From an optimization exercise on the open Yosys and OpenROAD flow, aimed at small area; shortcuts taken in it are not production practice.
At most, simulation tests tie the RTL to the original design; equivalence was not proved.
The clock port is modelled as an ideal driver, which makes a skipped or thinned clock tree look cheaper than it is; a real chip needs a root buffer or a tree.
No activity file was given, so power comes from the tool's default toggle rates.

==> module top_module_UART, before the edit <==
module top_module_UART (
    input  logic        clk_10MHz,
    input  logic        rst,
    input  logic        wr_pi,
    input  logic        reg_sel_pi,
    input  logic        addr_pi,
    input  logic [31:0] input_pi,
    output logic [31:0] output_po,
    input  logic        rx,
    output logic        tx
);
    logic [31:0] nctrl;
    logic [7:0]  ndr0, ndr1;
    logic        ctrl0;
    localparam int TXT = 1041;   
    localparam int RXT = 65;     
    localparam logic [10:0] T_TERM = 11'b00000000101;   
    localparam logic [6:0]  R_TERM = 7'b0001110;        
    localparam logic [10:0] T_POL  = 11'b01010101010;
    localparam logic [6:0]  R_POL  = 7'b0101010;
    logic [10:0] tq;     
    logic [6:0]  rq;
    logic [10:0] ts_l;
    logic [6:0]  rs_l;
    logic        ttick, rtick;
    assign ts_l  = tq ^ T_POL;
    assign rs_l  = rq ^ R_POL;
    assign ttick = (ts_l == T_TERM);
    assign rtick = (rs_l == R_TERM);
    logic tload, rload;
    assign tload = ~rst | ttick;
    assign rload = ~rst | rtick;
    always_ff @(posedge clk_10MHz) begin
        for (int i = 1; i < 10; i++) tq[i] <= (tload | ts_l[i-1]) ^ T_POL[i];
        tq[10] <= rst & (ttick | ts_l[9]);
        tq[0]  <= (tload | (ts_l[10] ^ ts_l[8])) ^ T_POL[0];
    end
    always_ff @(posedge clk_10MHz) begin
        for (int i = 1; i < 6; i++) rq[i] <= (rload | rs_l[i-1]) ^ R_POL[i];
        rq[6] <= rst & (rtick | rs_l[5]);
        rq[0] <= (rload | (rs_l[6] ^ rs_l[5])) ^ R_POL[0];
    end
    logic [4:0] ts;
    logic [7:0] ntbuf;   
    logic       sclr;
    assign sclr = (ts[4:3] == 2'b00) & ~ts_l[1];
    always_ff @(posedge clk_10MHz) begin
        if (!rst) ts <= 5'b01000;
        else if (ts[4]) begin
            if (ttick) ts <= ts + 5'd1;
        end else if (!ts[3]) begin
            if (sclr) ts <= 5'b01000;
        end else if (ttick && ts[2:0] == 3'b110) begin
            ts <= 5'b10110;
        end else begin
            ts[2] <= ts[2] | ttick;
            ts[1] <= ts[1] | ts[0];
            ts[0] <= ~ts[1] & (ts[0] | ctrl0);
        end
    end
    always_ff @(posedge clk_10MHz) begin
        if (ts[4:3] == 2'b01 && ts[1:0] == 2'b01) ntbuf <= ndr0;
    end
    always_comb begin
        if (ts[4:3] == 2'b11) tx = ~ntbuf[ts[2:0]];
        else                  tx = (ts != 5'b10111);
    end
    localparam logic [1:0] R_IDLE = 2'd0, R_START = 2'd1, R_DATA = 2'd2, R_STOP = 2'd3;
    logic [1:0] rst_s;
    logic [3:0] dur;
    logic [7:0] rsh;
    logic       bend, ld1, rxset;
    assign bend  = rtick & (dur == 4'd15);
    assign ld1   = (rst_s == R_IDLE) & (dur == 4'd1);
    assign rxset = (rst_s == R_IDLE) & (dur == 4'd2);
    always_ff @(posedge clk_10MHz) begin
        if (!rst) rst_s <= R_IDLE;
        else case (rst_s)
            R_IDLE:  if (rtick && !rx) rst_s <= R_START;
            R_START: if (rtick && rx) rst_s <= R_IDLE;
                     else if (bend) rst_s <= R_DATA;
            R_DATA:  if (bend && rsh[0]) rst_s <= R_STOP;
            default: if (bend) rst_s <= R_IDLE;
        endcase
    end
    always_ff @(posedge clk_10MHz) begin
        if (!rst || (rst_s == R_START && rtick && rx)) dur <= 4'd8;
        else if (rst_s == R_IDLE ? dur != 4'd8 : rtick) dur <= dur + 4'd1;
    end
    always_ff @(posedge clk_10MHz) begin
        if (rst_s == R_START && bend)     rsh <= 8'h80;
        else if (rst_s == R_DATA && bend) rsh <= {rx, rsh[7:1]};
    end
    logic        gc, hc, g0, h0, g1, h1;
    assign ctrl0 = ~nctrl[0];
    assign gc = rst & wr_pi & ~reg_sel_pi;
    assign hc = rst & ~(wr_pi & ~reg_sel_pi);
    assign g0 = rst & wr_pi & reg_sel_pi;
    assign h0 = rst & ~(wr_pi & reg_sel_pi);
    assign g1 = rst & ld1;
    assign h1 = rst & ~ld1;
    always_ff @(posedge clk_10MHz) begin
        nctrl[31:2] <= ~((gc ? input_pi[31:2] : 30'd0) | (hc ? ~nctrl[31:2] : 30'd0));
        ndr0 <= ~((g0 ? input_pi[7:0] : 8'd0) | (h0 ? ~ndr0 : 8'd0));
        ndr1 <= ~((g1 ? rsh : 8'd0) | (h1 ? ~ndr1 : 8'd0));
    end
    always_ff @(posedge clk_10MHz) begin
        if (!rst) nctrl[1:0] <= 2'b11;
        else if (wr_pi && !reg_sel_pi) nctrl[1:0] <= ~input_pi[1:0];
        else if (sclr) nctrl[0] <= 1'b1;
        else if (rxset) nctrl[1] <= 1'b0;
    end
    logic sc, s0, s1;
    assign sc = ~reg_sel_pi;
    assign s0 = reg_sel_pi & ~addr_pi;
    assign s1 = reg_sel_pi & addr_pi;
    assign output_po[31:8] = ~(nctrl[31:8] | {24{reg_sel_pi}});
    assign output_po[7:0]  = ~(({8{sc}} & nctrl[7:0]) | ({8{s0}} & ndr0) | ({8{s1}} & ndr1));
endmodule
export LEC_CHECK = 0
export CAP_MARGIN = 20
export CORE_MARGIN = 2
export CORE_UTILIZATION = 70
export PLACE_DENSITY = 0.75
export SLEW_MARGIN = 20
create_clock -name core_clock -period 20.0 [get_ports {clk_10MHz}]
standard.sh (not shown) runs the stock make flow with config.mk's settings and CLKGATE_MAP_FILE= SYNTH_SCRIPT=/design/flow/synth_recipe.tcl, a recipe that flattens the netlist after the stock synthesis.
==> flow/flow/run.sh <==
#!/bin/bash
# The standard ORFS layout with three changes: the technology mapping of the
# combinational logic is chosen for area by flow/abc_pick.tcl (several ABC
# scripts, flow/abc/*.abc, are tried and the smallest mapping is kept; the
# rest of the synthesis, flip-flop mapping included, is synth_recipe.tcl
# unchanged, except that adders are not mapped to adder cells first), the
# port buffers are buf_1, and the clock tree is built by flow/cts_pre.tcl: a
# few clock buffers, each driving a group of neighbouring flip-flops.
set -euo pipefail
HERE=$(pwd)
{
  head -n 1 synth_recipe.tcl
  echo "source $HERE/flow/abc_pick.tcl"
  tail -n +2 synth_recipe.tcl
} > flow_synth.tcl
export BUFFER_PORTS_ARGS="-buffer_cell sky130_fd_sc_hd__buf_1"
export PRE_CTS_TCL=$HERE/flow/cts_pre.tcl
bash standard.sh SYNTH_SCRIPT=$HERE/flow_synth.tcl ADDER_MAP_FILE= finish > standard_make.log 2>&1
Other scripts of this flow, unchanged in this note and not shown: flow/flow/abc/a0.abc, flow/flow/abc/ds0.abc, flow/flow/abc/ds1.abc, flow/flow/abc/ds2.abc, flow/flow/abc/ds3.abc, flow/flow/abc/ds4.abc, flow/flow/abc/ds5.abc, flow/flow/abc_pick.tcl, flow/flow/cts_pre.tcl
The first run went through all stages and came out clean.
Rerun with:
--- a/flow/design.v
+++ b/flow/design.v
@@ -19,11 +19,8 @@
     output logic [31:0] output_po,
     input  logic        rx,
     output logic        tx
 );
-    logic [31:0] nctrl;
-    logic [7:0]  ndr0, ndr1;
-    logic        ctrl0;
     localparam int TXT = 1041;   
     localparam int RXT = 65;     
     localparam logic [10:0] T_TERM = 11'b00000000101;   
     localparam logic [6:0]  R_TERM = 7'b0001110;        
@@ -51,9 +48,9 @@
         rq[6] <= rst & (rtick | rs_l[5]);
         rq[0] <= (rload | (rs_l[6] ^ rs_l[5])) ^ R_POL[0];
     end
     logic [4:0] ts;
-    logic [7:0] ntbuf;   
+    logic [7:0] tbuf;
     logic       sclr;
     assign sclr = (ts[4:3] == 2'b00) & ~ts_l[1];
     always_ff @(posedge clk_10MHz) begin
         if (!rst) ts <= 5'b01000;
@@ -69,42 +66,48 @@
             ts[0] <= ~ts[1] & (ts[0] | ctrl0);
         end
     end
     always_ff @(posedge clk_10MHz) begin
-        if (ts[4:3] == 2'b01 && ts[1:0] == 2'b01) ntbuf <= ndr0;
+        if (ts[4:3] == 2'b01 && ts[1:0] == 2'b01) tbuf <= dr0;
     end
     always_comb begin
-        if (ts[4:3] == 2'b11) tx = ~ntbuf[ts[2:0]];
+        if (ts[4:3] == 2'b11) tx = tbuf[ts[2:0]];
         else                  tx = (ts != 5'b10111);
     end
-    localparam logic [1:0] R_IDLE = 2'd0, R_START = 2'd1, R_DATA = 2'd2, R_STOP = 2'd3;
-    logic [1:0] rst_s;
+    localparam logic [2:0] R_IDLE = 3'd0, R_START = 3'd1, R_DATA = 3'd2,
+                           R_STOP = 3'd3, R_DONE = 3'd4;
+    logic [2:0] rst_s;
     logic [3:0] dur;
     logic [7:0] rsh;
     logic       bend, ld1, rxset;
     assign bend  = rtick & (dur == 4'd15);
-    assign ld1   = (rst_s == R_IDLE) & (dur == 4'd1);
-    assign rxset = (rst_s == R_IDLE) & (dur == 4'd2);
+    assign ld1   = (rst_s == R_DONE) & rs_l[1] & ~rs_l[0];
+    assign rxset = (rst_s == R_DONE) & ~rs_l[1];
     always_ff @(posedge clk_10MHz) begin
         if (!rst) rst_s <= R_IDLE;
         else case (rst_s)
             R_IDLE:  if (rtick && !rx) rst_s <= R_START;
             R_START: if (rtick && rx) rst_s <= R_IDLE;
                      else if (bend) rst_s <= R_DATA;
             R_DATA:  if (bend && rsh[0]) rst_s <= R_STOP;
-            default: if (bend) rst_s <= R_IDLE;
+            R_STOP:  if (bend) rst_s <= R_DONE;
+            default: if (~rs_l[1]) rst_s <= R_IDLE;
         endcase
     end
     always_ff @(posedge clk_10MHz) begin
-        if (!rst || (rst_s == R_START && rtick && rx)) dur <= 4'd8;
-        else if (rst_s == R_IDLE ? dur != 4'd8 : rtick) dur <= dur + 4'd1;
+        if (rst_s == R_IDLE) dur <= 4'd8;
+        else if (rtick)      dur <= dur + 4'd1;
     end
     always_ff @(posedge clk_10MHz) begin
         if (rst_s == R_START && bend)     rsh <= 8'h80;
         else if (rst_s == R_DATA && bend) rsh <= {rx, rsh[7:1]};
     end
+    logic [31:0] nctrl;
+    logic [7:0]  ndr0, ndr1, dr0;
+    logic        ctrl0;
     logic        gc, hc, g0, h0, g1, h1;
     assign ctrl0 = ~nctrl[0];
+    assign dr0   = ~ndr0;
     assign gc = rst & wr_pi & ~reg_sel_pi;
     assign hc = rst & ~(wr_pi & ~reg_sel_pi);
     assign g0 = rst & wr_pi & reg_sel_pi;
     assign h0 = rst & ~(wr_pi & reg_sel_pi);
After rerunning:
- The changed run completed with no timing, DRC or antenna violations
- sequential power barely changes
- clock skew is about the same
- global-route usage falls by 1.0 points
- register-to-register slack gains 140 ps
- routed wire length is higher by 3.0%
- die area rose by 1.6%
- final cell count grows by 0.62%
Only the layout flow was run in the second run of this note; the RTL was not checked for function there. In every run of this note, the design's own scripts or RTL, not TritonCTS, make the clock network.

re-timing with driven ports:
In the flow no input, the clock included, has a driving cell. The finished layouts below were timed again as built, in two steps.
Step 1 (the two cells are an assumption about what drives the block):
set clk [get_ports {clk_10MHz}]
set_driving_cell -lib_cell sky130_fd_sc_hd__clkbuf_16 $clk
set_driving_cell -lib_cell sky130_fd_sc_hd__buf_2 [delete_from_list [all_inputs] $clk]
Step 2 moves the port delays by t, midway between the first and last clock arrival at a register: inputs arrive t later, outputs are due t later. That takes back most of the time a late clock gives input paths.
Three values: ideal ports, drivers, drivers and shift; two values: the first two.
run | t, ns | slack for setup (ns) | latest minus earliest clock arrival (ns)
the first run | 0.228 | 10.328 / 10.299 / 10.299 | 0.007 / 0.006
the second run | 0.225 | 10.433 / 10.406 / 10.406 | 0.007 / 0.007
After both steps setup and hold are still met in every run listed. For the first run, which loses most, drivers alone change the setup slack by -0.029 ns; drivers and shift together by -0.029 ns.
